Background: an optimization exercise with open tools, aiming at small area and a short achievable clock period. Do not read the settings as production practice. RTL that was checked went through simulation tests only; none was proved equivalent to the original. Only the layout flow was run in run 3; the RTL was not checked for function there. Power figures rest on the tool's default switching activity, not on a simulated workload.

==> flow/config.mk <==
export PLATFORM = sky130hd
export DESIGN_NAME = ALU
export DESIGN_NICKNAME = ALU
export VERILOG_FILES = /design/flow/design.v
export SDC_FILE = /design/flow/constraint.sdc
export NUM_CORES = 4
export LEC_CHECK = 0
export CAP_MARGIN = 20
export CORE_MARGIN = 2
export CORE_UTILIZATION = 55
export SLEW_MARGIN = 20
==> flow/constraint.sdc <==
create_clock -name core_clock -period 30.0 [get_ports {clk}]
set_input_delay 6.0000 -clock core_clock [delete_from_list [all_inputs] [get_ports {clk}]]
set_output_delay 6.0000 -clock core_clock [all_outputs]
set_load 0.01 [all_outputs]
==> flow/design.v <==
module ALU (
    input clk, en,
    input [7:0] a, b,
    input [3:0] s,
    output reg [15:0] y,
    output reg carry,
    output zero
);
reg [7:0] a_in, b_in;
reg [2:0] qh;    
reg [2:0] rh;    
always @(posedge clk, posedge en) begin
    if (en) begin
        a_in <= 0; b_in <= 0;
    end else begin
        a_in <= a; b_in <= b;
    end
end
wire [2:0] iq3, irn;
alu_dpre u_dpre (.a(a[7:5]), .b(b), .q(iq3), .r(irn));
always @(posedge clk) begin
    qh <= iq3;
    rh <= irn;
end
wire [7:0] quo;
alu_div u_div (.a_in(a_in), .b_in(b_in), .qh(qh), .rh(rh), .quo(quo));
wire [8:0] sum, dif, inc, dec;
alu_arith u_arith (.a_in(a_in), .b_in(b_in), .sum(sum), .dif(dif), .inc(inc), .dec(dec));
wire [15:0] prod;
alu_mul u_mul (.x(a_in), .y(b_in), .p(prod));
wire [15:0] pre_y;
wire pre_c;
alu_omux u_omux (
    .s(s), .a_in(a_in), .b_in(b_in),
    .sum(sum), .dif(dif), .inc(inc), .dec(dec), .prod(prod),
    .out_y(pre_y), .c(pre_c)
);
wire [15:0] out_y;
alu_qmerge u_qm (.s(s), .pre(pre_y[7:0]), .quo(quo), .y(out_y[7:0]));
assign out_y[15:8] = pre_y[15:8];
reg yv;
always @(posedge clk, posedge en) begin
    if (en) begin
        y <= 0; carry <= 0; yv <= 0;
    end else begin
        y <= out_y; carry <= pre_c; yv <= 1'b1;
    end
end
alu_zdet u_zdet (.y(y), .v(yv), .zero(zero));
endmodule
module alu_div (
    input [7:0] a_in, b_in,
    input [2:0] qh, rh,
    output [7:0] quo
);
wire [9:0] b3 = {1'b0, b_in, 1'b0} + {2'b00, b_in};
wire [7:0] q;
assign q[7:5] = qh;
wire [3:0] t3  = {rh, a_in[4]};
wire [4:0] df3 = {1'b0, t3} - {1'b0, b_in[3:0]};
assign q[4] = (b_in[7:4] == 4'd0) & ~df3[4];
wire [3:0] r3 = q[4] ? df3[3:0] : t3;
genvar gi;
generate for (gi = 4; gi < 8; gi = gi + 2) begin : dstep
    localparam W = gi + 2;
    wire [gi-1:0] r;
    wire [W-1:0] t = {r, a_in[7-gi], a_in[6-gi]};
    wire [W:0] d1 = {1'b0, t} - {1'b0, b_in[W-1:0]};
    wire [W-1:0] d2 = {1'b0, t[W-1:1]} - {1'b0, b_in[W-2:0]};
    wire [W:0] d3 = {1'b0, t} - {1'b0, b3[W-1:0]};
    wire hz1, hz2, hz3;
    if (W == 8) begin : last
        assign hz1 = 1'b1;
        assign hz2 = ~b_in[7];
    end else begin : nl
        assign hz1 = (b_in[7:W] == 0);
        assign hz2 = (b_in[7:W-1] == 0);
    end
    assign hz3 = (b3[9:W] == 0);
    wire c1 = hz1 & ~d1[W];
    wire c2 = hz2 & ~d2[W-1];
    wire c3 = hz3 & ~d3[W];
    assign q[7-gi] = c2;
    assign q[6-gi] = c2 ? c3 : c1;
    wire [W-1:0] rn = c3 ? d3[W-1:0] : c2 ? {d2[W-2:0], t[0]} : c1 ? d1[W-1:0] : t;
    if (gi == 4) begin : first
        assign r = r3;
    end else begin : nf
        assign r = dstep[gi-2].rn[gi-1:0];
    end
end endgenerate
assign quo = (b_in == 8'd0) ? 8'd0 : q;
endmodule
module alu_arith (
    input [7:0] a_in, b_in,
    output [8:0] sum, dif, inc, dec
);
wire [8:0] ca, cs, ci, cd;    
assign ca[0] = 1'b0;
assign cs[0] = 1'b1;
assign ci[0] = 1'b1;
assign cd[0] = 1'b0;
genvar j;
generate for (j = 0; j < 8; j = j + 1) begin : rc
    wire x = a_in[j] ^ b_in[j];
    assign sum[j]  = x ^ ca[j];
    assign ca[j+1] = (a_in[j] & b_in[j]) | (ca[j] & x);
    assign dif[j]  = ~x ^ cs[j];
    assign cs[j+1] = (a_in[j] & ~b_in[j]) | (cs[j] & ~x);
    assign inc[j]  = a_in[j] ^ ci[j];
    assign ci[j+1] = a_in[j] & ci[j];
    assign dec[j]  = ~(a_in[j] ^ cd[j]);
    assign cd[j+1] = a_in[j] | cd[j];
end endgenerate
assign sum[8] = ca[8];
assign dif[8] = ~cs[8];
assign inc[8] = ci[8];
assign dec[8] = ~cd[8];
endmodule
module alu_dpre (
    input [7:5] a,
    input [7:0] b,
    output [2:0] q,
    output [2:0] r
);
wire       ib_hz = (b[7:2] == 6'd0);
wire [1:0] iq = !ib_hz          ? 2'd0 :
                (b[1:0] == 2'd0) ? 2'd3 :          
                (b[1:0] == 2'd1) ? a[7:6] :
                (b[1:0] == 2'd2) ? {1'b0, a[7]} : {1'b0, &a[7:6]};
wire [1:0] ir = !ib_hz          ? a[7:6] :
                (b[1:0] == 2'd0) ? a[7:6] :
                (b[1:0] == 2'd1) ? 2'd0 :
                (b[1:0] == 2'd2) ? {1'b0, a[6]} : ((&a[7:6]) ? 2'd0 : a[7:6]);
wire [2:0] it  = {ir, a[5]};
wire [3:0] idf = {1'b0, it} - {1'b0, b[2:0]};
wire       ige = (b[7:3] == 5'd0) & ~idf[3];
wire [2:0] irn = ige ? idf[2:0] : it;
assign q = {iq, ige};
assign r = irn;
endmodule
module alu_zdet (
    input [15:0] y,
    input v,
    output zero
);
assign zero = v & (y == 16'd0);
endmodule
module alu_qmerge (
    input [3:0] s,
    input [7:0] pre, quo,
    output [7:0] y
);
wire s5 = (s == 4'd5);
assign y = pre | (quo & {8{s5}});
endmodule
module alu_mul (input [7:0] x, input [7:0] y, output [15:0] p);
wire pp_0_0 = x[0] & y[0];
wire pp_0_1 = x[1] & y[0];
wire pp_0_2 = x[2] & y[0];
wire pp_0_3 = x[3] & y[0];
wire pp_0_4 = x[4] & y[0];
wire pp_0_5 = x[5] & y[0];
wire pp_0_6 = x[6] & y[0];
wire pp_0_7 = x[7] & y[0];
wire pp_1_0 = x[0] & y[1];
wire pp_1_1 = x[1] & y[1];
wire pp_1_2 = x[2] & y[1];
wire pp_1_3 = x[3] & y[1];
wire pp_1_4 = x[4] & y[1];
wire pp_1_5 = x[5] & y[1];
wire pp_1_6 = x[6] & y[1];
wire pp_1_7 = x[7] & y[1];
wire pp_2_0 = x[0] & y[2];
wire pp_2_1 = x[1] & y[2];
wire pp_2_2 = x[2] & y[2];
wire pp_2_3 = x[3] & y[2];
wire pp_2_4 = x[4] & y[2];
wire pp_2_5 = x[5] & y[2];
wire pp_2_6 = x[6] & y[2];
wire pp_2_7 = x[7] & y[2];
wire pp_3_0 = x[0] & y[3];
wire pp_3_1 = x[1] & y[3];
wire pp_3_2 = x[2] & y[3];
wire pp_3_3 = x[3] & y[3];
wire pp_3_4 = x[4] & y[3];
wire pp_3_5 = x[5] & y[3];
wire pp_3_6 = x[6] & y[3];
wire pp_3_7 = x[7] & y[3];
wire pp_4_0 = x[0] & y[4];
wire pp_4_1 = x[1] & y[4];
wire pp_4_2 = x[2] & y[4];
wire pp_4_3 = x[3] & y[4];
wire pp_4_4 = x[4] & y[4];
wire pp_4_5 = x[5] & y[4];
wire pp_4_6 = x[6] & y[4];
wire pp_4_7 = x[7] & y[4];
wire pp_5_0 = x[0] & y[5];
wire pp_5_1 = x[1] & y[5];
wire pp_5_2 = x[2] & y[5];
wire pp_5_3 = x[3] & y[5];
wire pp_5_4 = x[4] & y[5];
wire pp_5_5 = x[5] & y[5];
wire pp_5_6 = x[6] & y[5];
wire pp_5_7 = x[7] & y[5];
wire pp_6_0 = x[0] & y[6];
wire pp_6_1 = x[1] & y[6];
wire pp_6_2 = x[2] & y[6];
wire pp_6_3 = x[3] & y[6];
wire pp_6_4 = x[4] & y[6];
wire pp_6_5 = x[5] & y[6];
wire pp_6_6 = x[6] & y[6];
wire pp_6_7 = x[7] & y[6];
wire pp_7_0 = x[0] & y[7];
wire pp_7_1 = x[1] & y[7];
wire pp_7_2 = x[2] & y[7];
wire pp_7_3 = x[3] & y[7];
wire pp_7_4 = x[4] & y[7];
wire pp_7_5 = x[5] & y[7];
wire pp_7_6 = x[6] & y[7];
wire pp_7_7 = x[7] & y[7];
wire w1, w2;
assign w1 = pp_0_6 ^ pp_1_5;
assign w2 = pp_0_6 & pp_1_5;
wire w3, w4;
assign w3 = pp_0_7 ^ pp_1_6 ^ pp_2_5;
assign w4 = (pp_0_7 & pp_1_6) | (pp_2_5 & (pp_0_7 ^ pp_1_6));
wire w5, w6;
assign w5 = pp_3_4 ^ pp_4_3;
assign w6 = pp_3_4 & pp_4_3;
wire w7, w8;
assign w7 = pp_1_7 ^ pp_2_6 ^ pp_3_5;
assign w8 = (pp_1_7 & pp_2_6) | (pp_3_5 & (pp_1_7 ^ pp_2_6));
wire w9, w10;
assign w9 = pp_4_4 ^ pp_5_3;
assign w10 = pp_4_4 & pp_5_3;
wire w11, w12;
assign w11 = pp_2_7 ^ pp_3_6 ^ pp_4_5;
assign w12 = (pp_2_7 & pp_3_6) | (pp_4_5 & (pp_2_7 ^ pp_3_6));
wire w13, w14;
assign w13 = pp_0_4 ^ pp_1_3;
assign w14 = pp_0_4 & pp_1_3;
wire w15, w16;
assign w15 = pp_0_5 ^ pp_1_4 ^ pp_2_3;
assign w16 = (pp_0_5 & pp_1_4) | (pp_2_3 & (pp_0_5 ^ pp_1_4));
wire w17, w18;
assign w17 = pp_3_2 ^ pp_4_1;
assign w18 = pp_3_2 & pp_4_1;
wire w19, w20;
assign w19 = pp_2_4 ^ pp_3_3 ^ pp_4_2;
assign w20 = (pp_2_4 & pp_3_3) | (pp_4_2 & (pp_2_4 ^ pp_3_3));
wire w21, w22;
assign w21 = pp_5_1 ^ pp_6_0 ^ w1;
assign w22 = (pp_5_1 & pp_6_0) | (w1 & (pp_5_1 ^ pp_6_0));
wire w23, w24;
assign w23 = pp_5_2 ^ pp_6_1 ^ pp_7_0;
assign w24 = (pp_5_2 & pp_6_1) | (pp_7_0 & (pp_5_2 ^ pp_6_1));
wire w25, w26;
assign w25 = w3 ^ w5 ^ w2;
assign w26 = (w3 & w5) | (w2 & (w3 ^ w5));
wire w27, w28;
assign w27 = pp_6_2 ^ pp_7_1 ^ w7;
assign w28 = (pp_6_2 & pp_7_1) | (w7 & (pp_6_2 ^ pp_7_1));
wire w29, w30;
assign w29 = w9 ^ w4 ^ w6;
assign w30 = (w9 & w4) | (w6 & (w9 ^ w4));
wire w31, w32;
assign w31 = pp_5_4 ^ pp_6_3 ^ pp_7_2;
assign w32 = (pp_5_4 & pp_6_3) | (pp_7_2 & (pp_5_4 ^ pp_6_3));
wire w33, w34;
assign w33 = w11 ^ w8 ^ w10;
assign w34 = (w11 & w8) | (w10 & (w11 ^ w8));
wire w35, w36;
assign w35 = pp_3_7 ^ pp_4_6 ^ pp_5_5;
assign w36 = (pp_3_7 & pp_4_6) | (pp_5_5 & (pp_3_7 ^ pp_4_6));
wire w37, w38;
assign w37 = pp_6_4 ^ pp_7_3 ^ w12;
assign w38 = (pp_6_4 & pp_7_3) | (w12 & (pp_6_4 ^ pp_7_3));
wire w39, w40;
assign w39 = pp_4_7 ^ pp_5_6 ^ pp_6_5;
assign w40 = (pp_4_7 & pp_5_6) | (pp_6_5 & (pp_4_7 ^ pp_5_6));
wire w41, w42;
assign w41 = pp_0_3 ^ pp_1_2;
assign w42 = pp_0_3 & pp_1_2;
wire w43, w44;
assign w43 = pp_2_2 ^ pp_3_1 ^ pp_4_0;
assign w44 = (pp_2_2 & pp_3_1) | (pp_4_0 & (pp_2_2 ^ pp_3_1));
wire w45, w46;
assign w45 = pp_5_0 ^ w15 ^ w17;
assign w46 = (pp_5_0 & w15) | (w17 & (pp_5_0 ^ w15));
wire w47, w48;
assign w47 = w19 ^ w21 ^ w16;
assign w48 = (w19 & w21) | (w16 & (w19 ^ w21));
wire w49, w50;
assign w49 = w23 ^ w25 ^ w20;
assign w50 = (w23 & w25) | (w20 & (w23 ^ w25));
wire w51, w52;
assign w51 = w27 ^ w29 ^ w24;
assign w52 = (w27 & w29) | (w24 & (w27 ^ w29));
wire w53, w54;
assign w53 = w31 ^ w33 ^ w28;
assign w54 = (w31 & w33) | (w28 & (w31 ^ w33));
wire w55, w56;
assign w55 = w35 ^ w37 ^ w32;
assign w56 = (w35 & w37) | (w32 & (w35 ^ w37));
wire w57, w58;
assign w57 = pp_7_4 ^ w39 ^ w36;
assign w58 = (pp_7_4 & w39) | (w36 & (pp_7_4 ^ w39));
wire w59, w60;
assign w59 = pp_5_7 ^ pp_6_6 ^ pp_7_5;
assign w60 = (pp_5_7 & pp_6_6) | (pp_7_5 & (pp_5_7 ^ pp_6_6));
wire w61, w62;
assign w61 = pp_0_2 ^ pp_1_1;
assign w62 = pp_0_2 & pp_1_1;
wire w63, w64;
assign w63 = pp_2_1 ^ pp_3_0 ^ w41;
assign w64 = (pp_2_1 & pp_3_0) | (w41 & (pp_2_1 ^ pp_3_0));
wire w65, w66;
assign w65 = w13 ^ w43 ^ w42;
assign w66 = (w13 & w43) | (w42 & (w13 ^ w43));
wire w67, w68;
assign w67 = w14 ^ w45 ^ w44;
assign w68 = (w14 & w45) | (w44 & (w14 ^ w45));
wire w69, w70;
assign w69 = w18 ^ w47 ^ w46;
assign w70 = (w18 & w47) | (w46 & (w18 ^ w47));
wire w71, w72;
assign w71 = w22 ^ w49 ^ w48;
assign w72 = (w22 & w49) | (w48 & (w22 ^ w49));
wire w73, w74;
assign w73 = w26 ^ w51 ^ w50;
assign w74 = (w26 & w51) | (w50 & (w26 ^ w51));
wire w75, w76;
assign w75 = w30 ^ w53 ^ w52;
assign w76 = (w30 & w53) | (w52 & (w30 ^ w53));
wire w77, w78;
assign w77 = w34 ^ w55 ^ w54;
assign w78 = (w34 & w55) | (w54 & (w34 ^ w55));
wire w79, w80;
assign w79 = w38 ^ w57 ^ w56;
assign w80 = (w38 & w57) | (w56 & (w38 ^ w57));
wire w81, w82;
assign w81 = w40 ^ w59 ^ w58;
assign w82 = (w40 & w59) | (w58 & (w40 ^ w59));
wire w83, w84;
assign w83 = pp_6_7 ^ pp_7_6 ^ w60;
assign w84 = (pp_6_7 & pp_7_6) | (w60 & (pp_6_7 ^ pp_7_6));
wire [15:0] ra = {1'b0, pp_7_7, w83, w81, w79, w77, w75, w73, w71, w69, w67, w65, w63, pp_2_0, pp_0_1, pp_0_0};
wire [15:0] rb = {1'b0, w84, w82, w80, w78, w76, w74, w72, w70, w68, w66, w64, w62, w61, pp_1_0, 1'b0};
assign p = ra + rb;
endmodule
module alu_omux (
    input [3:0] s,
    input [7:0] a_in, b_in,
    input [8:0] sum, dif, inc, dec,
    input [15:0] prod,
    output [15:0] out_y,
    output c
);
wire g_ar = (s[3:2] == 2'd0);                  
wire s4   = (s == 4'd4);
wire s12  = (s == 4'd12);
wire s13  = (s == 4'd13);
wire s14  = (s == 4'd14);
wire s15  = (s == 4'd15);
wire [3:0] tt = (s == 4'd6)  ? 4'b1000 :
                (s == 4'd7)  ? 4'b1110 :
                (s == 4'd8)  ? 4'b0110 :
                (s == 4'd9)  ? 4'b0111 :
                (s == 4'd10) ? 4'b0001 :
                (s == 4'd11) ? 4'b1001 : 4'b0000;
wire [8:0] ar = s[1] ? (s[0] ? dec : inc) : (s[0] ? dif : sum);
wire [8:0] arg = g_ar ? ar : 9'd0;
wire [7:0] lut;
wire [7:0] shl = (s12 | s15) ? {a_in[6:0], s15 & a_in[7]} : 8'd0;
wire [7:0] shr = (s13 | s14) ? {s14 & a_in[0], a_in[7:1]} : 8'd0;
genvar j;
generate for (j = 0; j < 8; j = j + 1) begin : lbit
    assign lut[j] = tt[{a_in[j], b_in[j]}];
end endgenerate
wire [15:0] md = s4 ? prod : 16'd0;
assign out_y = {md[15:9], md[8] | arg[8], md[7:0] | arg[7:0] | lut | shl | shr};
assign c = arg[8] | (s12 & a_in[7]) | (s13 & a_in[0]);
endmodule
==> flow/flow/run.sh <==
#!/bin/bash
# Layout flow: the standard flow (standard.sh) with these changes:
#  - synthesis leaves adders to ABC: no full/half-adder cell extraction
#    (ADDER_MAP_FILE empty) and no Kogge-Stone carry lookahead map
#    (SYNTH_OPERATIONS_ARGS replaces the -extra-map default);
#  - ABC maps the design with an area-oriented script (flow/abc_area.script),
#    except the small modules in KEEP_MODULES, which stay modules through
#    synthesis and get ORFS's delay-oriented script (flow/prep.py edits a
#    copy of synth.tcl for this; synth_recipe.tcl still flattens the result);
#  - timing repair aims at a setup slack of 22.5 ns, so that it sizes and
#    buffers the critical paths (the constraints themselves are unchanged);
#  - ports are buffered with buf_2 cells rather than the buffer cell that
#    buffer_ports picks by itself.
set -euo pipefail
here=$(pwd)
rm -rf "$here/scripts"
cp -r "$FLOW_HOME/scripts" "$here/scripts"
cp "$here/flow/abc_speed.script" "$here/scripts/abc_speed_mod.script"
cp "$here/flow/abc_area.script" "$here/scripts/abc_area_mod.script"
python3 "$here/flow/prep.py" "$here/scripts/synth.tcl" > "$here/prep.log" 2>&1
export KEEP_MODULES="alu_zdet alu_dpre"
bash standard.sh SCRIPTS_DIR="$here/scripts" \
  ADDER_MAP_FILE= SYNTH_OPERATIONS_ARGS=-nofsm \
  "BUFFER_PORTS_ARGS=-buffer_cell sky130_fd_sc_hd__buf_2" \
  SETUP_SLACK_MARGIN=22.5 finish > "$here/flow_make.log" 2>&1
==> flow/flow/abc_area.script <==
strash
&get -n
&dch -f
&nf -R 1000
&put
topo
==> flow/flow/abc_speed.script <==
&get -n
&st
&dch
&nf
&st
&syn2
&if -g -K 6
&synch2
&nf
&st
&syn2
&if -g -K 6
&synch2
&nf
&st
&syn2
&if -g -K 6
&synch2
&nf
&st
&syn2
&if -g -K 6
&synch2
&nf
&st
&syn2
&if -g -K 6
&synch2
&nf
&put
buffer -c
topo
stime -c
upsize -c
dnsize -c
==> flow/flow/prep.py <==
# Edit a copy of ORFS's synth.tcl:
#  - keep the modules named in KEEP_MODULES as modules through synthesis
#    (synth_recipe.tcl flattens the design afterwards as usual);
#  - ABC maps those modules with abc_speed_mod.script (delay-oriented) and
#    the rest of the design with abc_area_mod.script (area-oriented).
import sys
p = sys.argv[1]
s = open(p).read()
old1 = "  synth -flatten -run :fine {*}$synth_full_args\n"
new1 = ("  foreach m $::env(KEEP_MODULES) { setattr -mod -set keep_hierarchy 1 $m }\n"
        + old1)
old2 = "  log_cmd abc {*}$abc_args\n"
new2 = """  set speed_args [lreplace $abc_args 1 1 $::env(SCRIPTS_DIR)/abc_speed_mod.script]
  set area_args [lreplace $abc_args 1 1 $::env(SCRIPTS_DIR)/abc_area_mod.script]
  log_cmd abc {*}$speed_args {*}$::env(KEEP_MODULES)
  log_cmd abc {*}$area_args $::env(DESIGN_NAME)
"""
for o, n in ((old1, new1), (old2, new2)):
    assert s.count(o) == 1, o
    s = s.replace(o, n)
open(p, "w").write(s)
==> flow/standard.sh <==
#!/bin/bash
# synth_recipe.tcl (not shown) runs the flow's synth.tcl, then flattens the netlist and writes it again
# the make line also repeats each setting of config.mk as NAME=value (left out here)
make -C /OpenROAD-flow-scripts/flow DESIGN_CONFIG=/design/flow/config.mk WORK_HOME=/design/flow/orfs CLKGATE_MAP_FILE= SYNTH_SCRIPT=/design/flow/synth_recipe.tcl "${@:-finish}"
==> impl_metrics.tcl, run 1 <==
set metrics [dict create \
    via_per_inst 6.25 \
    ys_seq_area_share_pct 18.3 \
    num_antenna_cells 0 \
    synth-xor-area-share_pct 21.8 \
    grt_pass1_wl_microns 26400 \
    post-route-min-period_ns 7.54 \
    grt_use_total_pct 32.4 \
    cts_tree "built" \
    routed_wl_microns 16800 \
    max-cap-violations 0 \
    synth_top_family_by_area "simple AND/OR/NAND/NOR gates" \
    clock_path_buffers 2 \
    clk_pin_slew_ns 0.08 \
    p_per_area_mw_per_mm2 41.1 \
    nNetsFinal 809 \
    synth.net_count 757 \
    rows 35 \
    power.leakage_nw 2.17 \
    tns_ns 0 \
    io_buffer_count 39 \
    gp_congestion 1.03 \
    wl_met2_microns 7670 \
    critPathMaxFanout 2 \
    synth-compound-area-share_pct 23.8 \
    yosysTopAreaCell "dfrtp_1" \
    drv_slew 0 \
    grt_max_degree 35 \
    ctsHtreeMaxLevel 2 \
    dr.pass1.iters 5 \
    wire_per_inst_microns 18.3 \
    worstMarginPinSlew_ns 0.943 \
    dr_wl_met3_microns 1390 \
    start_util_pct 57.1 \
    vias 5729 \
    dieArea_sq_mm 0.0104 \
    synth_flop_cell "dfrtp_1" \
    highest_layer "met4" \
    ys_types 66 \
    detail-route-antenna-nets 0 \
    status "timing/DRC/antenna clean" \
    synth.area.mux_share_pct 0.755 \
    die_h_microns 102 \
    syn_to_final_growth_pct 10.3 \
    fillCellCount 885 \
    vdd_drop_max_v 0.0000282 \
    maxSlewHeadroom_pct 37.2 \
    p_int_mw 0.134 \
    numClockSinks 40 \
    async_flop_share_pct 85.0 \
    startpoint_type "flip-flop" \
    seq_power_share_pct 26.6 \
    insertion_delay_ns 0.30 \
    skew_ns 0.0121 \
    synth_top_area_share_pct 16.0 \
    hold_path_class "reg2reg" \
    slowest_delay_ns 0.39 \
    die_w_microns 102 \
    numCtsBuffers 5 \
    root_buffer "clkbuf_8" \
    slowest_stage "dfrtp_1" \
    p_sw_mw 0.107 \
    fp.coreArea_sq_mm 0.00928 \
    crit_chain "nor4_2, nand4_1, nor4b_2, buf_2" \
    setup_viol 0 \
    period_share_pct 25.1 \
    combinationalPowerShare_pct 57.7 \
    rsz0062_at_grt "yes" \
    placed_cells 909 \
    synth-simple-area-share_pct 26.6 \
    yosys_register_bits 40 \
    grt_overflow_total 0 \
    grt_pass1_vias 5073 \
    end_kind "primary output" \
    hpwl_microns 12600 \
    ys_top_cells_by_area "dfrtp_1 16%, xnor2_1 14%, nand2_1 8.5%, xor2_1 7.9%, maj3_1 6.6%" \
    synth_edf_count 0 \
    drt-met1-wl_microns 7190 \
    syn_area_sq_mm 0.00531 \
    synth_cells 735 \
    critPathRequiredTime_ns 24.00 \
    hold_buffers 0 \
    antenna_found_initial 0 \
    final_cells 917 \
    fmax_ghz 0.133 \
    yosys.area_share.adder_pct 6.60 \
    switching_share_pct 44.4 \
    ios 40 \
    syn_area_per_cell_sq_um 7.22 \
    pwr-share-clk_pct 15.8 \
    drc 0 \
    cp.arrival_ns 1.54 \
    path_delay_family "simple AND/OR/NAND/NOR gates" \
    crit_buf_inv 1 \
    drt_iter0_drc 516 \
    yosys_warnings 1 \
    hold_violations 0 \
    drive_above_1_share_pct 9.39 \
    path_class "reg2out" \
]
[worst reg2reg max path, stage by stage (launching register included)]
cell and delay (ns):
dfrtp_1 0.96, clkinv_1 0.43, a21oi_1 0.33, o21ai_0 0.27
nand3_1 0.21, xor2_1 0.44, clkinv_1 0.22, maj3_1 0.42
o21ai_0 0.28, o22ai_1 0.17, o21ai_1 0.56, o21ai_0 0.22
o22ai_1 0.41, or2_0 0.20, nand2_1 0.06, o31ai_1 0.25
a31oi_1 0.14, maj3_1 0.38, nor2_1 0.25, nand2_1 0.15
nand2_1 0.09, o21ai_0 0.08
[what timing repair did]
item / 4_1_cts / 5_1_grt
gates resized for setup: 6 / 5
setup endpoints to repair: 7 / 13
setup buffers: 0 / 0
[modules after synthesis (local to each module, per instance)]
module,cells,times used,flops+latches
ALU,685,1,40
alu_dpre,44,1,0
alu_zdet,6,1,0
[cells in the mapped netlist, drive strengths merged (7+ instances only)]
master / number
o21a: 9
a21oi: 42
dfrtp: 34
nand3: 16
nand2: 120
a211oi: 7
nor3: 21
maj3: 35
xor2: 48
nand2b: 11
o22ai: 9
a31oi: 10
or2: 7
o21ai: 58
a22oi: 11
clkinv: 20
nand4: 9
nor2: 69
and2: 8
xnor2: 84
nor2b: 18
[layer usage]
| layer | GRT usage [%] | vias to the layer above |
|---|---|---|
| li1 | - | 2744 |
| met1 | 45.7 | 2671 |
| met2 | 53.1 | 280 |
| met3 | 2.94 | 34 |
| met4 | 8.92 | 0 |
| met5 | 0 | - |
[logic make-up (layout without fill, tap and decap cells)]
| logic type | count (synthesis) | count (layout) |
|---|---|---|
| compound gates | 197 | 197 |
| xor+xnor | 132 | 132 |
| fa+ha+maj | 35 | 35 |
| buf+inv | 25 | 78 |
| flops | 40 | 40 |
| mux | 4 | 4 |
| other cells | 1 | 1 |
| simple gates | 301 | 301 |
[power groups by stage]
| stage | logic (mW) | registers (mW) | clock network, mW |
|---|---|---|---|
| floorplan | 0.103 | 0.0667 | 0 |
| global placement | 0.133 | 0.0644 | 0 |
| detailed placement | 0.136 | 0.0644 | 0 |
| CTS | 0.137 | 0.0636 | 0.0378 |
| global route | 0.153 | 0.0643 | 0.0403 |
| finish | 0.139 | 0.0638 | 0.0378 |
[cell type report]
| type | instances | area (sq um) | area share, % |
|---|---|---|---|
| multi-input cells | 670 | 4270 | 73.0 |
| flip-flops and latches | 40 | 971 | 16.6 |
| repair buffers | 49 | 273 | 4.66 |
| well taps | 129 | 161 | 2.76 |
| clock buffers | 6 | 82.6 | 1.41 |
| inverters | 21 | 78.8 | 1.35 |
| clock inverters | 2 | 10.0 | 0.171 |
[sequential cells by signal, indices dropped and copies added (netlist names)]
register  count
b_in          8
carry         1
y            16
qh            3
a_in          8
rh            3
yv            1
[metrics by stage]
step / total power, mW / area [sq um] / hold WS (ns) / util [%] / setup WS [ns]
after floorplan: 0.169 / 5310 / 0.433 / - / 22.74
after global placement: 0.198 / 5710 / 0.583 / 61.5 / 22.11
after detailed placement: 0.200 / 5710 / 0.577 / 61.5 / 22.10
after CTS: 0.239 / 5840 / 0.584 / 62.9 / 22.42
after global routing: 0.258 / 5850 / 0.611 / 63.0 / 22.34
final: 0.240 / 5850 / 0.593 / 63.0 / 22.46
[placed cells by master (no fill, tap or decap), types with 20 or more instances in the layout]
cell type / instances
a21oi_1: 40
buf_2: 38
clkinv_1: 20
dfrtp_1: 34
maj3_1: 35
nand2_1: 119
nor2_1: 67
nor3_1: 21
o21ai_0: 56
xnor2_1: 84
xor2_1: 48
[final timing paths]
| kind | cells after the start | startpoint | slack, ns | endpoint |
|---|---|---|---|---|
| setup / recovery | 4 | y[1]$_DFF_PP0_ | 22.46 | zero |
| hold / removal | 2 | qh[0]$_DFF_P_ | 0.59 | y[5]$_DFF_PP0_ |
| setup reg to reg | 21 | b_in[1]$_DFF_PP0_ | 23.36 | y[0]$_DFF_PP0_ |
| hold reg to reg | 2 | qh[0]$_DFF_P_ | 0.59 | y[5]$_DFF_PP0_ |
| max in group asynchronous | 3 | en | 23.90 | y[8]$_DFF_PP0_ |
| min in group asynchronous | 3 | en | 5.78 | a_in[7]$_DFF_PP0_ |
==> inputs of run 2 (changes only) <==
--- a/flow/flow/run.sh
+++ b/flow/flow/run.sh
@@ -7,7 +7,7 @@
 #    except the small modules in KEEP_MODULES, which stay modules through
 #    synthesis and get ORFS's delay-oriented script (flow/prep.py edits a
 #    copy of synth.tcl for this; synth_recipe.tcl still flattens the result);
-#  - timing repair aims at a setup slack of 22.5 ns, so that it sizes and
+#  - timing repair aims at a setup slack of 22.8 ns, so that it sizes and
 #    buffers the critical paths (the constraints themselves are unchanged);
 #  - ports are buffered with buf_2 cells rather than the buffer cell that
 #    buffer_ports picks by itself.
@@ -22,4 +22,4 @@
 bash standard.sh SCRIPTS_DIR="$here/scripts" \
   ADDER_MAP_FILE= SYNTH_OPERATIONS_ARGS=-nofsm \
   "BUFFER_PORTS_ARGS=-buffer_cell sky130_fd_sc_hd__buf_2" \
-  SETUP_SLACK_MARGIN=22.5 finish > "$here/flow_make.log" 2>&1
+  SETUP_SLACK_MARGIN=22.8 finish > "$here/flow_make.log" 2>&1
--- a/flow/config.mk
+++ b/flow/config.mk
@@ -9,3 +9,4 @@
 export CORE_MARGIN = 2
 export CORE_UTILIZATION = 55
 export SLEW_MARGIN = 20
+export TNS_END_PERCENT = 0
==> impl_metrics.tcl, run 2 <==
set metrics [dict create \
    drc 0 \
    end_kind "primary output" \
    path_class "reg2out" \
    clock_path_buffers 2 \
    hold_violations 0 \
    die_w_microns 102 \
    power.leakage_nw 2.17 \
    synth_top_area_share_pct 16.0 \
    io_buffer_count 39 \
    numClockSinks 40 \
    r2r-start "b_in[7]$_DFF_PP0_" \
    drive_above_1_share_pct 9.01 \
    synthTopCellsByCount "120 x nand2_1, 84 x xnor2_1, 68 x nor2_1, 57 x o21ai_0, 48 x xor2_1" \
    detail-route-antenna-nets 0 \
    rr_endpoint "y[0]$_DFF_PP0_" \
    syn_area_per_cell_sq_um 7.22 \
    grt_pass1_vias 5442 \
    multi_input_area_sq_mm 0.00427 \
    tns_ns 0 \
    via_per_inst 6.24 \
    cts_tree "built" \
    setup_viol 0 \
    synth.most_common_cell "nand2_1" \
    drt_iter0_drc 467 \
    p_sw_mw 0.109 \
    final_common_cell "nand2_1" \
    synth.area.mux_share_pct 0.755 \
    die_h_microns 102 \
    synth_cells 735 \
    grt_overflow_total 0 \
    post-route-min-period_ns 7.59 \
    postCtsSetupRepairBufs 0 \
    wire_per_inst_microns 18.2 \
    fmax_ghz 0.132 \
    fillCellCount 893 \
    synth.net_count 757 \
    startpoint_type "flip-flop" \
    regMostFlops "y" \
    largest_reg_flops 16 \
    hold_path_class "reg2reg" \
    fin_area_sq_mm 0.00586 \
    hpwl_microns 12400 \
    ys_seq_area_share_pct 18.3 \
    mostFrequentLayoutCells "120 x nand2_1, 84 x xnor2_1, 68 x nor2_1" \
    num_antenna_cells 0 \
    period_share_pct 25.3 \
    ys_top_cells_by_area "dfrtp_1 16%, xnor2_1 14%, nand2_1 8.5%, xor2_1 7.9%, maj3_1 6.6%" \
    fp.coreArea_sq_mm 0.00928 \
    skew_ns 0.0121 \
    nNetsFinal 809 \
    timing.reg2reg.setup_slack_ns 23.51 \
    slowest_delay_ns 0.41 \
    root_buffer "clkbuf_8" \
    p_per_area_mw_per_mm2 42.5 \
    drv_slew 0 \
    grt_pass1_wl_microns 27000 \
    yosys_register_bits 40 \
    pwr-share-clk_pct 18.2 \
    start_util_pct 57.1 \
    seq_power_share_pct 25.6 \
    routed_wl_microns 16700 \
    rows 35 \
    critPathMaxFanout 2 \
    p_int_mw 0.140 \
    yosys.area_share.adder_pct 6.60 \
    yosys_warnings 1 \
    ys_types 66 \
    syn_area_sq_mm 0.00531 \
    min_path_cells 2 \
    synth-xor-area-share_pct 21.8 \
    maxSlewHeadroom_pct 34.4 \
    synth_top_family_by_area "simple AND/OR/NAND/NOR gates" \
    grt_use_total_pct 33.2 \
    status "timing/DRC/antenna clean" \
    ctsHtreeMaxLevel 2 \
    critPathRequiredTime_ns 24.00 \
    antenna_found_initial 0 \
    syn_to_final_growth_pct 10.5 \
    cp.arrival_ns 1.59 \
    reg2regPathDepth 19 \
    synth-compound-area-share_pct 23.8 \
    gp_congestion 0.929 \
    vdd_drop_max_v 0.0000282 \
    yosysTopAreaCell "dfrtp_1" \
    grt_max_degree 35 \
    numCtsBuffers 5 \
    insertion_delay_ns 0.31 \
    max-cap-violations 0 \
    combinationalPowerShare_pct 56.2 \
    min_from "qh[0]$_DFF_P_" \
    dr.pass1.iters 6 \
    dpl_cell_area_sq_mm 0.00571 \
    dieArea_sq_mm 0.0104 \
    reg.largest.list "y (16), a_in (8), b_in (8)" \
    worstMarginPinSlew_ns 0.974 \
    ff_latch_area_sq_um 971 \
    vias 5720 \
    slowest_stage "dfrtp_1" \
    synth_edf_count 0 \
    synth-simple-area-share_pct 26.6 \
    totalPowerFinal_mw 0.249 \
    ios 40 \
    hold_end "y[5]$_DFF_PP0_" \
    clk_pin_slew_ns 0.09 \
    switching_share_pct 43.9 \
    async_flop_share_pct 85.0 \
    crit_chain "nor4_2, nand4_1, nor4b_2, buf_2" \
    synth_flop_cell "dfrtp_1" \
    rsz0062_at_grt "yes" \
]
## run 2: cell counts after synthesis
No cell type changed its count.
## run 2: power groups by stage
| stage | registers [mW] | logic, mW | clock network (mW) |
|---|---|---|---|
| after global placement | 0.0643 | 0.134 | 0 |
| final | 0.0637 | 0.140 | 0.0453 |
| after global routing | 0.0642 | 0.156 | 0.0482 |
| after detailed placement | 0.0644 | 0.139 | 0 |
| after floorplan | 0.0667 | 0.103 | 0 |
| after CTS | 0.0634 | 0.139 | 0.0457 |
## run 2: metrics by stage
stage                     hold slack, ns  instances  setup slack (ns)  utilization (%)
after floorplan                    0.433        735             22.82                -
after detailed placement           0.521        909             22.01             61.5
after global placement             0.518        909             22.06             61.5
final                              0.562        917             22.41             63.1
after CTS                          0.550        917             22.39             62.9
after global routing               0.570        917             22.34             63.1
## run 2: logic make-up (layout without fill, tap and decap cells)
kind of cell,count (synthesis),count (layout)
other cells,1,1
xor+xnor,132,132
compound gates,197,197
flops,40,40
fa+ha+maj,35,35
mux,4,4
simple gates,301,301
buf+inv,25,78
## run 2: layout make-up
type / count / area share [%]
multi-input cells: 670 / 72.8
flip-flops and latches: 40 / 16.6
repair buffers: 49 / 4.61
well taps: 129 / 2.75
inverters: 21 / 1.34
clock buffers: 5 / 1.17
clock inverters: 3 / 0.726
## run 2: what timing repair did
item                       CTS  global route
hold buffers                 0             0
setup endpoints to repair   13            14
pin swaps                    1             0
resized for setup            2             4
## run 2: Yosys stat by module (local to each module, per instance)
module,cell area (sq um),copies in the design
alu_zdet,43.8,1
alu_dpre,307,1
ALU,4950,1
## run 2: worst max path at each step
stage,cells after the start,slack (ns),end,start
after floorplan,7,22.82,y[4]$_DFF_PP0_,s[0]
after detailed placement,7,22.01,y[6]$_DFF_PP0_,s[0]
after CTS,4,22.39,zero,y[4]$_DFF_PP0_
after global routing,4,22.34,zero,y[4]$_DFF_PP0_
after global placement,7,22.06,y[6]$_DFF_PP0_,s[0]
final,4,22.41,zero,y[4]$_DFF_PP0_
## run 2: metal layers
layer | up-vias | track usage [%] | wire length, microns
met5 | - | 0 | 0
met4 | 0 | 12.0 | 619
met3 | 55 | 3.63 | 1130
met2 | 256 | 58.8 | 8040
met1 | 2656 | 41.8 | 6860
li1 | 2753 | - | -
## run 2: critical path, delay by kind of cell, from the launching register on
kind | cells | cell delay [ns]
flip-flops | 1 | 0.41
AND/OR/NAND/NOR | 3 | 0.71
buffers and inverters | 1 | 0.17
==> inputs of run 3 (changes only) <==
--- a/flow/design.v
+++ b/flow/design.v
@@ -38,15 +38,15 @@
 wire [15:0] out_y;
 alu_qmerge u_qm (.s(s), .pre(pre_y[7:0]), .quo(quo), .y(out_y[7:0]));
 assign out_y[15:8] = pre_y[15:8];
-reg yv;
+reg zh;
 always @(posedge clk, posedge en) begin
     if (en) begin
-        y <= 0; carry <= 0; yv <= 0;
+        y <= 0; carry <= 0; zh <= 0;
     end else begin
-        y <= out_y; carry <= pre_c; yv <= 1'b1;
+        y <= out_y; carry <= pre_c; zh <= (out_y[15:8] == 8'd0);
     end
 end
-alu_zdet u_zdet (.y(y), .v(yv), .zero(zero));
+alu_zdet u_zdet (.y(y[7:0]), .v(zh), .zero(zero));
 endmodule
 module alu_div (
     input [7:0] a_in, b_in,
@@ -140,11 +140,11 @@
 assign r = irn;
 endmodule
 module alu_zdet (
-    input [15:0] y,
+    input [7:0] y,
     input v,
     output zero
 );
-assign zero = v & (y == 16'd0);
+assign zero = v & (y == 8'd0);
 endmodule
 module alu_qmerge (
     input [3:0] s,
==> flow/flow/run.sh (replaced) <==
#!/bin/bash
# Layout flow: the standard flow (standard.sh) with these changes:
#  - synthesis leaves adders to ABC: no full/half-adder cell extraction
#    (ADDER_MAP_FILE empty) and no Kogge-Stone carry lookahead map
#    (SYNTH_OPERATIONS_ARGS replaces the -extra-map default);
#  - ABC maps the design with an area-oriented script (flow/abc_area.script),
#    except the zero-flag detector (KEEP_MODULES), which stays a module
#    through synthesis and gets a delay-oriented one (flow/abc_speed.script);
#    flow/prep.py edits a copy of synth.tcl for this, and synth_recipe.tcl
#    still flattens the result;
#  - timing repair aims at a setup slack of 22.5 ns, so that it sizes and
#    buffers the critical paths (the constraints themselves are unchanged);
#  - ports are buffered with buf_2 cells rather than the buffer cell that
#    buffer_ports picks by itself.
set -euo pipefail
here=$(pwd)
rm -rf "$here/scripts"
cp -r "$FLOW_HOME/scripts" "$here/scripts"
cp "$here/flow/abc_speed.script" "$here/scripts/abc_speed_mod.script"
cp "$here/flow/abc_area.script" "$here/scripts/abc_area_mod.script"
python3 "$here/flow/prep.py" "$here/scripts/synth.tcl" > "$here/prep.log" 2>&1
export KEEP_MODULES="alu_zdet"
bash standard.sh SCRIPTS_DIR="$here/scripts" \
  ADDER_MAP_FILE= SYNTH_OPERATIONS_ARGS=-nofsm \
  "BUFFER_PORTS_ARGS=-buffer_cell sky130_fd_sc_hd__buf_2" \
  SETUP_SLACK_MARGIN=22.5 finish > "$here/flow_make.log" 2>&1
==> flow/flow/abc_speed.script (replaced) <==
strash
balance
map
topo
--- a/flow/config.mk
+++ b/flow/config.mk
@@ -9,4 +9,3 @@
 export CORE_MARGIN = 2
 export CORE_UTILIZATION = 55
 export SLEW_MARGIN = 20
-export TNS_END_PERCENT = 0
==> impl_metrics.tcl, run 3 <==
set metrics [dict create \
    drive_above_1_share_pct 10.2 \
    max-cap-violations 0 \
    rsz0062_at_grt "yes" \
    syn_area_sq_mm 0.00514 \
    clock_path_buffers 2 \
    dpl_cell_area_sq_mm 0.00559 \
    gp_congestion 1.01 \
    synth_edf_count 0 \
    skew_ns 0.00551 \
    synth_flop_cell "dfrtp_1" \
    fillCellCount 878 \
    startpoint_type "primary input" \
    grt_pass1_wl_microns 25500 \
    placed_cells 882 \
    vdd_drop_max_v 0.0000278 \
    setup_ws_ns 22.54 \
    switching_share_pct 40.3 \
    yosys_warnings 1 \
    path_class "in2reg" \
    numCtsBuffers 5 \
    via_per_inst 6.23 \
    hpwl_microns 11600 \
    drt_iter0_drc 472 \
    ctsHtreeMaxLevel 2 \
    synthTopCellsByCount "111 x nand2_1, 85 x nor2_1, 75 x xnor2_1, 62 x o21ai_0, 51 x xor2_1" \
    nNetsFinal 806 \
    grt_max_degree 35 \
    clk_pin_slew_ns 0.09 \
    async_flop_share_pct 85.0 \
    power.leakage_nw 2.23 \
    largest_reg_flops 16 \
    root_buffer "clkbuf_8" \
    drv_slew 0 \
    worstMarginPinSlew_ns 1.08 \
    dieArea_sq_mm 0.0101 \
    synth.net_count 744 \
    reg.largest.list "y (16), a_in (8), b_in (8)" \
    drc 0 \
    final_common_cell "nand2_1" \
    start_util_pct 56.1 \
    post-route-min-period_ns 7.46 \
    ys_top_cells_by_area "dfrtp_1 17%, xnor2_1 13%, xor2_1 8.7%, nand2_1 8.1%, nor2_1 6.2%" \
    seq_power_share_pct 24.6 \
    combinationalPowerShare_pct 51.7 \
    p_sw_mw 0.105 \
    fmax_ghz 0.134 \
    period_share_pct 24.9 \
    rows 35 \
    status "timing/DRC/antenna clean" \
    p_int_mw 0.156 \
    synth_cells 722 \
    pwr-share-clk_pct 23.7 \
    num_antenna_cells 0 \
    die_w_microns 101 \
    end_kind "flip-flop" \
    syn_area_per_cell_sq_um 7.12 \
    cts_tree "built" \
    syn_to_final_growth_pct 14.0 \
    p_per_area_mw_per_mm2 44.7 \
    grt_use_total_pct 31.5 \
    regMostFlops "y" \
    fp.coreArea_sq_mm 0.00915 \
    detail-route-antenna-nets 0 \
    vias 5578 \
    holdWs_ns 0.570 \
    mostFrequentLayoutCells "108 x nand2_1, 81 x nor2_1, 75 x xnor2_1" \
    die_h_microns 101 \
    numClockSinks 40 \
    ios 40 \
    maxSlewHeadroom_pct 28.0 \
    antenna_found_initial 0 \
    dr.pass1.iters 5 \
    grt_overflow_total 0 \
    synth_top_area_share_pct 16.6 \
    synth.most_common_cell "nand2_1" \
    totalPowerFinal_mw 0.262 \
    yosysTopAreaCell "dfrtp_1" \
    place_ws_ns 21.99 \
    hold_path_class "reg2reg" \
    grt_pass1_vias 5077 \
    fin_area_sq_mm 0.00586 \
    critPathMaxFanout 5 \
    critPathRequiredTime_ns 30.19 \
    yosys_register_bits 40 \
    io_buffer_count 39 \
    setup_viol 0 \
    wire_per_inst_microns 17.7 \
    final_cells 896 \
    cp.arrival_ns 7.65 \
    insertion_delay_ns 0.30 \
    ys_types 51 \
    finalCoreUtilization_pct 64.0 \
    tns_ns 0 \
    routed_wl_microns 15800 \
    hold_violations 0 \
    ys_seq_area_share_pct 18.9 \
]
[run 3: per-module statistics from Yosys (local to each module, per instance)]
| module | copies in the design | flip-flops and latches |
|---|---|---|
| alu_zdet | 1 | 0 |
| ALU | 1 | 40 |
[run 3: critical path, cell delays in order]
cell	delay, ns
buf_2	0.12
nor3_4	0.20
nand2_4	0.08
nor2_4	0.11
nand3_2	0.10
nand2_4	0.09
xor2_2	0.16
a21oi_1	0.10
maj3_2	0.34
nor2_4	0.16
nand2_1	0.06
nand2_1	0.05
o31ai_1	0.07
[run 3: path summary, 6_finish.rpt]
check,endpoint,slack [ns],start,depth (start not counted)
worst max-delay path,rh[0]$_DFF_P_,22.54,b[6],13
worst min-delay path,y[7]$_DFF_PP0_,0.57,qh[2]$_SDFF_PP0_,2
worst max register to register,y[1]$_DFF_PP0_,23.50,b_in[0]$_DFF_PP0_,23
worst min register to register,y[7]$_DFF_PP0_,0.57,qh[2]$_SDFF_PP0_,2
max in group asynchronous,y[4]$_DFF_PP0_,23.90,en,3
min in group asynchronous,a_in[4]$_DFF_PP0_,5.78,en,3
[run 3: per-layer routing]
layer	GRT usage (%)	up-vias	wire (microns)
met3	4.51	33	1120
li1	-	2717	-
met1	41.7	2577	6790
met4	8.01	0	312
met2	54.0	251	7630
met5	0	-	0
[run 3: cell families (layout without fill, tap and decap cells)]
family,after synthesis,after routing,synth area share (%)
buffers and inverters,19,82,1.39
flip-flops,40,40,18.9
multiplexers,4,4,0.804
AND/OR/NAND/NOR,303,303,26.9
adder cells (fa/ha/maj),27,27,5.26
AO/OA/AOI/OAI,203,203,25.3
XOR/XNOR,126,126,21.5
[run 3: cell type report]
class                           count  area (sq um)  area share [%]
Multi-Input combinational cell    663          4190            71.5
Tap cell                          111           139            2.37
Clock inverter                      3          90.1            1.54
Sequential cell                    40           971            16.6
Clock buffer                        5          68.8            1.18
Timing Repair Buffer               55           324            5.53
Inverter                           19          75.1            1.28
[run 3: repair_timing]
| item | in CTS | in global routing |
|---|---|---|
| pin swaps | 2 | 3 |
| cloned | 0 | 0 |
| setup endpoints to repair | 10 | 13 |
| gates resized for setup | 8 | 8 |
| hold buffers | 0 | 0 |
| buffers inserted | 2 | 4 |
[run 3: power by group through the flow]
stage,logic [mW],registers (mW),clock network [mW]
after global routing,0.151,0.0651,0.0643
after global placement,0.128,0.0653,0
after CTS,0.133,0.0643,0.0626
after floorplan,0.101,0.0669,0
final,0.135,0.0643,0.0620
after detailed placement,0.132,0.0654,0
==> inputs of run 4 (changes only) <==
--- a/flow/design.v
+++ b/flow/design.v
@@ -7,8 +7,8 @@
     output zero
 );
 reg [7:0] a_in, b_in;
-reg [2:0] qh;    
-reg [2:0] rh;    
+reg [1:0] qh;    
+reg [1:0] rh;    
 always @(posedge clk, posedge en) begin
     if (en) begin
         a_in <= 0; b_in <= 0;
@@ -16,11 +16,11 @@
         a_in <= a; b_in <= b;
     end
 end
-wire [2:0] iq3, irn;
-alu_dpre u_dpre (.a(a[7:5]), .b(b), .q(iq3), .r(irn));
+wire [1:0] iq2, ir2;
+alu_dpre u_dpre (.a(a[7:6]), .b(b), .q(iq2), .r(ir2));
 always @(posedge clk) begin
-    qh <= iq3;
-    rh <= irn;
+    qh <= iq2;
+    rh <= ir2;
 end
 wire [7:0] quo;
 alu_div u_div (.a_in(a_in), .b_in(b_in), .qh(qh), .rh(rh), .quo(quo));
@@ -38,25 +38,30 @@
 wire [15:0] out_y;
 alu_qmerge u_qm (.s(s), .pre(pre_y[7:0]), .quo(quo), .y(out_y[7:0]));
 assign out_y[15:8] = pre_y[15:8];
+wire ph = (prod[15:8] != 8'd0);
 reg zh;
 always @(posedge clk, posedge en) begin
     if (en) begin
         y <= 0; carry <= 0; zh <= 0;
     end else begin
-        y <= out_y; carry <= pre_c; zh <= (out_y[15:8] == 8'd0);
+        y <= out_y; carry <= pre_c; zh <= ~((s == 4'd4) & ph) & ~out_y[8];
     end
 end
 alu_zdet u_zdet (.y(y[7:0]), .v(zh), .zero(zero));
 endmodule
 module alu_div (
     input [7:0] a_in, b_in,
-    input [2:0] qh, rh,
+    input [1:0] qh, rh,
     output [7:0] quo
 );
 wire [9:0] b3 = {1'b0, b_in, 1'b0} + {2'b00, b_in};
 wire [7:0] q;
-assign q[7:5] = qh;
-wire [3:0] t3  = {rh, a_in[4]};
+assign q[7:6] = qh;
+wire [2:0] t2  = {rh, a_in[5]};
+wire [3:0] df2 = {1'b0, t2} - {1'b0, b_in[2:0]};
+assign q[5] = (b_in[7:3] == 5'd0) & ~df2[3];
+wire [2:0] r2 = q[5] ? df2[2:0] : t2;
+wire [3:0] t3  = {r2, a_in[4]};
 wire [4:0] df3 = {1'b0, t3} - {1'b0, b_in[3:0]};
 assign q[4] = (b_in[7:4] == 4'd0) & ~df3[4];
 wire [3:0] r3 = q[4] ? df3[3:0] : t3;
@@ -118,26 +123,20 @@
 assign dec[8] = ~cd[8];
 endmodule
 module alu_dpre (
-    input [7:5] a,
+    input [7:6] a,
     input [7:0] b,
-    output [2:0] q,
-    output [2:0] r
+    output [1:0] q,
+    output [1:0] r
 );
-wire       ib_hz = (b[7:2] == 6'd0);
-wire [1:0] iq = !ib_hz          ? 2'd0 :
-                (b[1:0] == 2'd0) ? 2'd3 :          
-                (b[1:0] == 2'd1) ? a[7:6] :
-                (b[1:0] == 2'd2) ? {1'b0, a[7]} : {1'b0, &a[7:6]};
-wire [1:0] ir = !ib_hz          ? a[7:6] :
-                (b[1:0] == 2'd0) ? a[7:6] :
-                (b[1:0] == 2'd1) ? 2'd0 :
-                (b[1:0] == 2'd2) ? {1'b0, a[6]} : ((&a[7:6]) ? 2'd0 : a[7:6]);
-wire [2:0] it  = {ir, a[5]};
-wire [3:0] idf = {1'b0, it} - {1'b0, b[2:0]};
-wire       ige = (b[7:3] == 5'd0) & ~idf[3];
-wire [2:0] irn = ige ? idf[2:0] : it;
-assign q = {iq, ige};
-assign r = irn;
+wire ib_hz = (b[7:2] == 6'd0);
+assign q = !ib_hz          ? 2'd0 :
+           (b[1:0] == 2'd0) ? 2'd3 :          
+           (b[1:0] == 2'd1) ? a[7:6] :
+           (b[1:0] == 2'd2) ? {1'b0, a[7]} : {1'b0, &a[7:6]};
+assign r = !ib_hz          ? a[7:6] :
+           (b[1:0] == 2'd0) ? a[7:6] :
+           (b[1:0] == 2'd1) ? 2'd0 :
+           (b[1:0] == 2'd2) ? {1'b0, a[6]} : ((&a[7:6]) ? 2'd0 : a[7:6]);
 endmodule
 module alu_zdet (
     input [7:0] y,
--- a/flow/flow/run.sh
+++ b/flow/flow/run.sh
@@ -8,7 +8,7 @@
 #    through synthesis and gets a delay-oriented one (flow/abc_speed.script);
 #    flow/prep.py edits a copy of synth.tcl for this, and synth_recipe.tcl
 #    still flattens the result;
-#  - timing repair aims at a setup slack of 22.5 ns, so that it sizes and
+#  - timing repair aims at a setup slack of 22.8 ns, so that it sizes and
 #    buffers the critical paths (the constraints themselves are unchanged);
 #  - ports are buffered with buf_2 cells rather than the buffer cell that
 #    buffer_ports picks by itself.
@@ -23,4 +23,4 @@
 bash standard.sh SCRIPTS_DIR="$here/scripts" \
   ADDER_MAP_FILE= SYNTH_OPERATIONS_ARGS=-nofsm \
   "BUFFER_PORTS_ARGS=-buffer_cell sky130_fd_sc_hd__buf_2" \
-  SETUP_SLACK_MARGIN=22.5 finish > "$here/flow_make.log" 2>&1
+  SETUP_SLACK_MARGIN=22.8 finish > "$here/flow_make.log" 2>&1
==> impl_metrics.tcl, run 4 <==
set metrics [dict create \
    synth_edf_count 0 \
    insertion_delay_ns 0.30 \
    mostFrequentLayoutCells "95 x nand2_1, 90 x nor2_1, 89 x xnor2_1" \
    final_cells 893 \
    die_h_microns 100 \
    p_per_area_mw_per_mm2 41.4 \
    regMostFlops "y" \
    dieArea_sq_mm 0.0101 \
    hold_path_class "reg2reg" \
    die_w_microns 100 \
    tns_ns 0 \
    async_flop_share_pct 89.5 \
    clock_path_buffers 2 \
    syn_to_final_growth_pct 16.1 \
    synth_top_area_share_pct 16.7 \
    numClockSinks 38 \
    holdWs_ns 0.647 \
    cts_tree "built" \
    vias 5488 \
    synth.most_common_cell "nand2_1" \
    p_int_mw 0.136 \
    reg2regPathDepth 33 \
    yosys_register_bits 38 \
    setup_viol 0 \
    placed_cells 869 \
    finalCoreUtilization_pct 65.1 \
    seq_power_share_pct 24.8 \
    min_from "qh[0]$_SDFF_PP0_" \
    drive_above_1_share_pct 12.0 \
    cp.arrival_ns 7.30 \
    path_class "in2reg" \
    fmax_ghz 0.140 \
    vdd_drop_max_v 0.0000272 \
    synthTopCellsByCount "97 x nand2_1, 92 x nor2_1, 89 x xnor2_1, 62 x o21ai_0, 53 x xor2_1" \
    grt_max_degree 35 \
    grt_pass1_wl_microns 24200 \
    pwr-share-clk_pct 14.7 \
    fp.coreArea_sq_mm 0.00911 \
    status "timing/DRC/antenna clean" \
    dr.pass1.iters 6 \
    routed_wl_microns 15400 \
    final_common_cell "nand2_1" \
    root_buffer "clkbuf_8" \
    critPathMaxFanout 8 \
    via_per_inst 6.15 \
    hpwl_microns 10900 \
    drc 0 \
    start_util_pct 56.0 \
    io_buffer_count 39 \
    power.leakage_nw 2.25 \
    rsz0062_at_grt "yes" \
    clk_pin_slew_ns 0.09 \
    largest_reg_flops 16 \
    rr_endpoint "y[0]$_DFF_PP0_" \
    ys_seq_area_share_pct 18.2 \
    synth.net_count 731 \
    max-cap-violations 0 \
    switching_share_pct 44.6 \
    startpoint_type "primary input" \
    synth_flop_cell "dfrtp_1" \
    ys_types 49 \
    min_path_cells 3 \
    yosys_warnings 1 \
    timing.reg2reg.setup_slack_ns 23.15 \
    grt_use_total_pct 29.8 \
    yosysTopAreaCell "dfrtp_1" \
    period_share_pct 23.8 \
    antenna_found_initial 0 \
    hold_violations 0 \
    syn_area_per_cell_sq_um 7.20 \
    detail-route-antenna-nets 0 \
    worstMarginPinSlew_ns 0.847 \
    endpoint "y[7]$_DFF_PP0_" \
    combinationalPowerShare_pct 60.5 \
    hold_buffers 0 \
    numCtsBuffers 5 \
    post-route-min-period_ns 7.13 \
    maxSlewHeadroom_pct 43.5 \
    critPathRequiredTime_ns 30.17 \
    reg.largest.list "y (16), a_in (8), b_in (8)" \
    ys_top_cells_by_area "dfrtp_1 17%, xnor2_1 15%, xor2_1 9.1%, maj3_1 8.2%, nand2_1 7.1%" \
    skew_ns 0.0132 \
    rows 35 \
    ctsHtreeMaxLevel 2 \
    r2r-start "b_in[1]$_DFF_PP0_" \
    drv_slew 0 \
    startpoint "s[2]" \
    p_sw_mw 0.109 \
    wire_per_inst_microns 17.2 \
    grt_overflow_total 0 \
    drt_iter0_drc 381 \
    syn_area_sq_mm 0.00510 \
    synth_cells 709 \
    end_kind "flip-flop" \
    num_antenna_cells 0 \
    nNetsFinal 803 \
    ios 40 \
    grt_pass1_vias 4956 \
    gp_congestion 0.900 \
]
## run 4: cell types whose count changed after synthesis, moves of 4 or more
| cell | delta |
|---|---|
| nand2_1 | -14 |
| nand4_1 | +7 |
| nand2b_1 | -10 |
| a21oi_1 | -6 |
| a31oi_1 | +4 |
| xnor2_1 | +14 |
| nor2b_1 | -4 |
| nor3_1 | -4 |
| nand3_1 | -4 |
| nor2_1 | +7 |
| maj3_1 | +15 |
| o211ai_1 | -9 |
| and3_1 | -4 |
| clkinv_1 | +10 |
## run 4: worst max-delay path, cell delays in order
cell      delay, ns
buf_4          0.14
nand2b_4       0.17
or2_4          0.14
nor3_1         0.04
a41oi_1        0.21
o21ai_1        0.10
a221oi_1       0.22
and3_1         0.18
o21ai_0        0.09
## run 4: layer usage
layer / up-vias / GRT usage [%] / wire, microns
li1: 2667 / - / -
met1: 2526 / 41.8 / 6700
met2: 259 / 49.3 / 7080
met3: 36 / 2.99 / 1200
met4: 0 / 7.59 / 381
met5: - / 0 / 0
## run 4: layout make-up
class | count | area (sq um)
fill | 854 | 3180
inverter | 29 | 109
clock buffer | 6 | 72.6
multi-input combinational | 642 | 4190
sequential | 38 | 935
tap | 111 | 139
timing repair buffer | 65 | 470
clock inverter | 2 | 10.0
## run 4: cell families (layout without fill, tap and decap cells)
family | after synthesis | in the layout | synth area share [%]
compound gates | 185 | 185 | 23.0
xor+xnor | 142 | 142 | 24.4
fa+ha+maj | 42 | 42 | 8.24
buf+inv | 29 | 102 | 2.13
flops | 38 | 38 | 18.2
mux | 4 | 4 | 0.785
simple gates | 269 | 269 | 23.2
## run 4: repair_timing
action                     in CTS  in global routing
pin swaps                       1                  8
resized for setup              20                 25
setup buffers                   4                  9
gates cloned                    0                  2
hold endpoints to repair        0                  0
setup endpoints to repair       9                  9
## run 4: per-stage QoR
stage | setup WS [ns] | power, mW | area (sq um)
floorplan | 22.80 | 0.174 | 5110
global placement | 22.20 | 0.202 | 5520
detailed placement | 22.13 | 0.204 | 5520
CTS | 22.80 | 0.242 | 5710
global route | 22.70 | 0.264 | 5930
finish | 22.87 | 0.245 | 5930
## run 4: Yosys stat by module, one instance, submodules excluded
module	flip-flops and latches	cell area, sq um	cells inside	times used
alu_zdet	0	31.3	7	1
ALU	38	5070	702	1
## run 4: power by group through the flow
stage	sequential (mW)	combinational, mW	clock (mW)
after detailed placement	0.0616	0.142	0
after global routing	0.0613	0.165	0.0381
final	0.0607	0.148	0.0360
after global placement	0.0616	0.140	0
after CTS	0.0605	0.144	0.0371
after floorplan	0.0642	0.110	0
## run 4: worst min path at each step
stage                           endpoint  slack (ns)
after global placement    y[6]$_DFF_PP0_        0.63
after floorplan           y[6]$_DFF_PP0_        0.52
after detailed placement  y[6]$_DFF_PP0_        0.63
after CTS                 y[7]$_DFF_PP0_        0.64
after global routing      y[6]$_DFF_PP0_        0.68
final                     y[6]$_DFF_PP0_        0.65
==> inputs of run 5 (changes only) <==
--- a/flow/flow/run.sh
+++ b/flow/flow/run.sh
@@ -8,7 +8,7 @@
 #    through synthesis and gets a delay-oriented one (flow/abc_speed.script);
 #    flow/prep.py edits a copy of synth.tcl for this, and synth_recipe.tcl
 #    still flattens the result;
-#  - timing repair aims at a setup slack of 22.8 ns, so that it sizes and
+#  - timing repair aims at a setup slack of 22.5 ns, so that it sizes and
 #    buffers the critical paths (the constraints themselves are unchanged);
 #  - ports are buffered with buf_2 cells rather than the buffer cell that
 #    buffer_ports picks by itself.
@@ -23,4 +23,4 @@
 bash standard.sh SCRIPTS_DIR="$here/scripts" \
   ADDER_MAP_FILE= SYNTH_OPERATIONS_ARGS=-nofsm \
   "BUFFER_PORTS_ARGS=-buffer_cell sky130_fd_sc_hd__buf_2" \
-  SETUP_SLACK_MARGIN=22.8 finish > "$here/flow_make.log" 2>&1
+  SETUP_SLACK_MARGIN=22.5 finish > "$here/flow_make.log" 2>&1
--- a/flow/config.mk
+++ b/flow/config.mk
@@ -7,5 +7,5 @@
 export LEC_CHECK = 0
 export CAP_MARGIN = 20
 export CORE_MARGIN = 2
-export CORE_UTILIZATION = 55
+export CORE_UTILIZATION = 62
 export SLEW_MARGIN = 20
==> impl_metrics.tcl, run 5 <==
set metrics [dict create \
    grt_use_total_pct 34.8 \
    p_int_mw 0.133 \
    cp.arrival_ns 7.62 \
    grt_max_degree 35 \
    via_per_inst 6.36 \
    num_antenna_cells 0 \
    syn_area_sq_mm 0.00510 \
    synth_cells 709 \
    maxSlewHeadroom_pct 31.1 \
    synth_top_area_share_pct 16.7 \
    hpwl_microns 11400 \
    pwr-share-clk_pct 14.4 \
    largest_reg_flops 16 \
    start_util_pct 63.0 \
    fp.coreArea_sq_mm 0.00809 \
    dieArea_sq_mm 0.00897 \
    critPathRequiredTime_ns 30.17 \
    hold_violations 0 \
    regMostFlops "y" \
    io_buffer_count 39 \
    final_common_cell "nand2_1" \
    yosys_warnings 1 \
    combinationalPowerShare_pct 60.7 \
    power.leakage_nw 2.13 \
    routed_wl_microns 15400 \
    post-route-min-period_ns 7.45 \
    fin_area_sq_mm 0.00568 \
    path_class "in2reg" \
    seq_power_share_pct 24.9 \
    wire_per_inst_microns 17.6 \
    ctsHtreeMaxLevel 2 \
    detail-route-antenna-nets 0 \
    die_w_microns 94.7 \
    drt_iter0_drc 460 \
    yosys_register_bits 38 \
    synthTopCellsByCount "97 x nand2_1, 92 x nor2_1, 89 x xnor2_1, 62 x o21ai_0, 53 x xor2_1" \
    mostFrequentLayoutCells "96 x nand2_1, 91 x nor2_1, 89 x xnor2_1" \
    syn_to_final_growth_pct 11.3 \
    wl_met2_microns 7160 \
    drt-met1-wl_microns 6380 \
    synth_flop_cell "dfrtp_1" \
    yosysTopAreaCell "dfrtp_1" \
    setup_viol 0 \
    grt_pass1_vias 5175 \
    dr.pass1.iters 5 \
    hold_buffers 0 \
    max-cap-violations 0 \
    p_sw_mw 0.110 \
    rsz0062_at_grt "no" \
    nNetsFinal 789 \
    numCtsBuffers 5 \
    highest_layer "met4" \
    switching_share_pct 45.2 \
    reg.largest.list "y (16), a_in (8), b_in (8)" \
    worstMarginPinSlew_ns 1.02 \
    end_kind "flip-flop" \
    hold_path_class "reg2reg" \
    grt_pass1_wl_microns 24600 \
    grt_overflow_total 0 \
    critPathMaxFanout 28 \
    drive_above_1_share_pct 8.98 \
    vdd_drop_max_v 0.0000265 \
    ys_types 49 \
    drv_slew 0 \
    clock_path_buffers 2 \
    vias 5554 \
    tns_ns 0 \
    numClockSinks 38 \
    antenna_found_initial 0 \
    dr_wl_met3_microns 1190 \
    clk_pin_slew_ns 0.07 \
    synth_edf_count 0 \
    ys_top_cells_by_area "dfrtp_1 17%, xnor2_1 15%, xor2_1 9.1%, maj3_1 8.2%, nand2_1 7.1%" \
    synth.net_count 731 \
    async_flop_share_pct 89.5 \
    p_per_area_mw_per_mm2 42.8 \
    cts_tree "built" \
    startpoint_type "primary input" \
    ios 40 \
    synth.most_common_cell "nand2_1" \
    status "timing/DRC/antenna clean" \
    fmax_ghz 0.134 \
    gp_congestion 0.945 \
    dpl_cell_area_sq_mm 0.00551 \
    die_h_microns 94.7 \
    period_share_pct 24.8 \
    skew_ns 0.0139 \
    rows 33 \
    syn_area_per_cell_sq_um 7.20 \
    root_buffer "clkbuf_8" \
    drc 0 \
    min_from "qh[1]$_SDFF_PP0_" \
    startpoint "s[0]" \
    insertion_delay_ns 0.31 \
    ys_seq_area_share_pct 18.2 \
    r2r-start "b_in[1]$_DFF_PP0_" \
]
## run 5: cell counts after synthesis
No cell type changed its count.
## run 5: worst max-delay path: stages
cell and delay, ns:
buf_4 0.20, nor2b_1 0.21, o21ba_1 0.33, a222oi_1 0.40, o211ai_1 0.14, a31oi_1 0.20
nand3_1 0.12
## run 5: logic make-up after synthesis
group	after synthesis	share of synthesized area, %
XOR/XNOR	142	24.4
multiplexers	4	0.785
adder cells (fa/ha/maj)	42	8.24
buffers and inverters	29	2.13
flip-flops	38	18.2
AO/OA/AOI/OAI	185	23.0
AND/OR/NAND/NOR	269	23.2
## run 5: repair_timing
item	in CTS	in global routing
pin swaps	0	1
setup endpoints to repair	8	8
gates resized for setup	5	18
buffers inserted	0	1
## run 5: final timing paths
path	end	depth (start not counted)	slack, ns
min in group asynchronous	a_in[4]$_DFF_PP0_	3	5.78
min	y[7]$_DFF_PP0_	3	0.65
max in group asynchronous	b_in[1]$_DFF_PP0_	3	23.86
min reg2reg	y[7]$_DFF_PP0_	3	0.65
max	y[2]$_DFF_PP0_	7	22.55
max reg2reg	y[0]$_DFF_PP0_	33	23.08
## run 5: Yosys stat by module, one instance, submodules excluded
module    cells inside  cell area, sq um
ALU                702              5070
alu_zdet             7              31.3
## run 5: cell type report
class	count	area, sq um
clock inverter	2	10.0
inverter	29	109
multi-input combinational	642	4130
timing repair buffer	51	290
tap	105	131
sequential	38	936
clock buffer	6	72.6
fill	715	2410
## run 5: through the flow
stage	power [mW]	hold slack [ns]	setup slack (ns)	std cells	utilization [%]
after floorplan	0.174	0.524	22.70	709	-
after global placement	0.201	0.628	22.04	864	68.1
after detailed placement	0.205	0.631	22.02	864	68.1
after CTS	0.239	0.633	22.51	872	69.4
after global routing	0.261	0.687	22.50	873	70.2
final	0.243	0.649	22.55	873	70.2
## run 5: metal layers
layer	up-vias	GRT usage, %
met2	268	57.9
met1	2593	44.6
li1	2634	-
met5	-	0
met3	59	4.71
met4	0	15.9
## run 5: power groups by stage
| stage | Clock (mW) | Sequential [mW] | Combinational [mW] |
|---|---|---|---|
| 2_1_floorplan | 0 | 0.0642 | 0.110 |
| 3_3_place_gp | 0 | 0.0613 | 0.140 |
| 3_5_place_dp | 0 | 0.0615 | 0.144 |
| 4_1_cts | 0.0346 | 0.0605 | 0.144 |
| 5_1_grt | 0.0372 | 0.0613 | 0.162 |
| 6_report | 0.0350 | 0.0606 | 0.147 |

## separate check: timing with driven ports
The results above use ideal ports. As a check the final layouts listed here were re-extracted and re-timed, cells and wires unchanged. Step 1 assumes that a clkbuf_16 drives the clock port and a buf_2 every other input. Step 2 also shifts input and output timing later by t, the mid clock arrival at the registers, as if the neighbouring blocks saw the same clock. Three values: no drivers, after step 1, after step 2; two values: the first two.
run | t (ns) | slack for setup (ns) | worst setup path after step 2 | slew at the worst register clock pin (ns) | worst data-port slew with drivers (ns)
run 1 | 0.326 | 22.463 / 22.431 / 22.231 | input to register | 0.08 / 0.08 | 0.04
run 2 | 0.330 | 22.407 / 22.376 / 22.153 | input to register | 0.09 / 0.09 | 0.03
run 3 | 0.327 | 22.540 / 22.551 / 22.224 | input to register | 0.09 / 0.09 | 0.04
run 4 | 0.331 | 22.869 / 22.845 / 22.515 | input to register | 0.09 / 0.09 | 0.17
run 5 | 0.331 | 22.554 / 22.566 / 22.235 | input to register | 0.08 / 0.08 | 0.04
After both steps setup and hold are still met in every run listed. The setup slack of run 4, which loses most, moves by -0.024 ns with the drivers and by -0.354 ns with both steps.
